What follows belongs to an exercise in optimizing a design on an open flow for small area; a production flow would make more cautious choices. Only simulation tests tie the RTL to the original design; equivalence was not proved. Power is estimated from default activity; no workload was simulated.

== tundra ==
// mc6809i
module mc6809i
#(
    parameter ILLEGAL_INSTRUCTIONS="GHOST"
) 
(
    input   clk,
    input   [7:0]  D,
    output  [7:0]  DOut,
    output  [15:0] ADDR,
    output  RnW,
    output  BS,
    output  BA,
    input   nIRQ,
    input   nFIRQ,
    input   nNMI,
    output  AVMA,
    output  BUSY,
    output  LIC,
    input   nHALT,
    input   nRESET,
    input   nDMABREQ
);
For scale: roughly 45 I/O pins, about 18000 um^2 of cells after synthesis.
export LEC_CHECK = 0
export CAP_MARGIN = 20
export CORE_MARGIN = 2
export CORE_UTILIZATION = 45
export CTS_CLUSTER_DIAMETER = 100
export CTS_CLUSTER_SIZE = 40
export GPL_TIMING_DRIVEN = 0
export PLACE_DENSITY = 0.6
export SLEW_MARGIN = 20
create_clock -name core_clock -period 15.0 [get_ports {clk}]
standard.sh (not shown) runs the stock make flow with config.mk's settings and CLKGATE_MAP_FILE= SYNTH_SCRIPT=/design/flow/synth_recipe.tcl, a recipe that flattens the netlist after the stock synthesis.
==> flow/flow/run.sh <==
#!/bin/bash
# Own flow: the standard layout (standard.sh) with two changes:
#  - synthesis maps with an area-oriented ABC script (synth_area.tcl, area.abc);
#    everything before ABC, and so every register, is the standard synthesis's;
#  - the port buffers that placement inserts on every input and output are buf_1.
# Each step's full tool output is in orfs/logs/; make's output in synth.log and layout.log.
set -euo pipefail
W=$(pwd)
export AREA_ABC_SCRIPT=$W/flow/area.abc
export BUFFER_PORTS_ARGS="-buffer_cell sky130_fd_sc_hd__buf_1"
sed "s#SYNTH_SCRIPT=[^ ]*#SYNTH_SCRIPT=$W/flow/synth_area.tcl #" standard.sh > area_standard.sh
grep -q "synth_area.tcl" area_standard.sh
bash area_standard.sh synth > synth.log 2>&1
bash standard.sh > layout.log 2>&1
test -f out/final.def
==> flow/flow/area.abc <==
strash
ifraig
scorr
dc2
dretime
strash
ifraig
dc2
strash
&get -n
&dch -f
&nf -R 1000
&put
strash
ifraig
dc2
strash
&get -n
&dch -f
&nf -R 1000
&put
strash
ifraig
dc2
strash
&get -n
&dch -f
&nf -R 1000
&put
strash
ifraig
dc2
strash
&get -n
&dch -f
&nf -R 1000
&put
strash
ifraig
dc2
strash
&get -n
&dch -f
&nf -R 1000
&put
==> flow/flow/synth_area.tcl <==
# The standard synthesis (synth_recipe.tcl), with one change: the technology mapping runs
# an area-oriented ABC script (flow/area.abc) in place of ORFS's abc_*.script.
# Registers come from the steps before ABC, so they are the standard synthesis's.
proc synth {args} { yosys synth -nofsm -noshare {*}$args }
proc abc {args} {
  set i [lsearch -exact $args -script]
  if {$i >= 0} {
    lset args [expr {$i + 1}] $::env(AREA_ABC_SCRIPT)
  }
  yosys abc {*}$args
}
source $::env(SCRIPTS_DIR)/synth.tcl
# left out here: clear keep_hierarchy, flatten, clean up, hide names made inside functions, write 1_2_yosys.v
Edits applied to the flow inputs when going from tundra to amber:
- a change of CORE_UTILIZATION from 45 to 40
- a deleted CTS_CLUSTER_SIZE that had been 40
- a change of PLACE_DENSITY from 0.6 to 0.55
- a deleted CTS_CLUSTER_DIAMETER that had been 100
--- a/flow/flow/run.sh
+++ b/flow/flow/run.sh
@@ -3 +3,2 @@
-#  - synthesis maps with an area-oriented ABC script (synth_area.tcl, area.abc);
+#  - synthesis maps with an area-oriented ABC script and no adder pre-mapping
+#    (synth_area.tcl, area.abc);
--- a/flow/flow/synth_area.tcl
+++ b/flow/flow/synth_area.tcl
@@ -1,3 +1,5 @@
-# The standard synthesis (synth_recipe.tcl), with one change: the technology mapping runs
-# an area-oriented ABC script (flow/area.abc) in place of ORFS's abc_*.script.
-# Registers come from the steps before ABC, so they are the standard synthesis's.
+# The standard synthesis (synth_recipe.tcl), with two changes to the combinational
+# mapping only: adders are left to ABC instead of being pre-mapped to full/half-adder
+# cells (ADDER_MAP_FILE unset), and ABC runs an area-oriented script (flow/area.abc)
+# in place of ORFS's abc_*.script. Registers come from the steps before ABC, so they
+# are the standard synthesis's.
@@ -11,0 +14 @@
+unset -nocomplain ::env(ADDER_MAP_FILE)
--- outcome ---
Relative to tundra, area of the multi-input gates has gone down in amber. The peak supply drop reported for amber is greater than that of tundra by 1.5%. Lower cell count among amber and tundra: amber. Per the comparison of amber with tundra, flop and latch count out of synthesis barely changed; power consumed by combinational cells rose 12%; post-cts gate resize count level; die area saw an increase; wire length fell by about 4%.
Changes in lagoon relative to amber:
--- a/flow/flow/run.sh
+++ b/flow/flow/run.sh
@@ -3,2 +3 @@
-#  - synthesis maps with an area-oriented ABC script and no adder pre-mapping
-#    (synth_area.tcl, area.abc);
+#  - synthesis maps with an area-oriented ABC script (synth_area.tcl, area.abc);
==> flow/flow/synth_area.tcl <==
# The standard synthesis (synth_recipe.tcl), with one change: the technology mapping runs
# an area-oriented ABC script (flow/area.abc) in place of ORFS's abc_*.script.
# Registers come from the steps before ABC, so they are the standard synthesis's.
proc synth {args} { yosys synth -nofsm -noshare {*}$args }
proc abc {args} {
  set i [lsearch -exact $args -script]
  if {$i >= 0} {
    lset args [expr {$i + 1}] $::env(AREA_ABC_SCRIPT)
  }
  yosys abc {*}$args
}
source $::env(SCRIPTS_DIR)/synth.tcl
# left out here: clear keep_hierarchy, flatten, clean up, hide names made inside functions, write 1_2_yosys.v
Findings:
- From amber to lagoon the numbers moved as follows: tightest hold margin increased 4.3 ps, post-synthesis cell type count decreased 1, fraction of power consumed by combinational cells decreased 1.8 points, fraction of final layout cells sized beyond drive strength 1 decreased 0.24 points, sequential cell count essentially unchanged.
- Starting utilization of the core area essentially unchanged between lagoon and amber.
- Summary: with amber as the reference, critical path depth in lagoon moved down by a little under 10%.
- Run comparison: lagoon critical path's slowest cell sky130_fd_sc_hd__ha_1; amber critical path's slowest cell sky130_fd_sc_hd__nor3_1
- What lagoon reported for wire length has to be multiplied by 0.929 to get the figure for amber.

static timing again, ports no longer ideal:
In the flow no input, the clock included, has a driving cell. The finished layouts below were timed again as built, in two steps.
Step 1 assumes that a clkbuf_16 drives the clock port and a buf_2 every other input.
Step 2 times the ports against the registers' clock, not the clock port: input delays grow and output delays shrink by t, the midpoint of the rising clock arrivals with the driver on.
Three values: ideal ports, drivers, drivers and shift; two values: the first two.
| run | shift t [ns] | slack for setup (ns) | worst setup path at the end | worst register clock-pin slew, ns | cell pins on the clock port's net |
|---|---|---|---|---|---|
| tundra | 0.587 | 2.431 / 2.372 / 2.556 | register to register | 0.09 / 0.09 | 1 |
| amber | 0.565 | 1.713 / 1.654 / 1.822 | register to register | 0.10 / 0.10 | 1 |
| lagoon | 0.578 | 2.366 / 2.301 / 2.879 | register to output | 0.09 / 0.09 | 1 |
After both steps setup and hold are still met in every run listed.
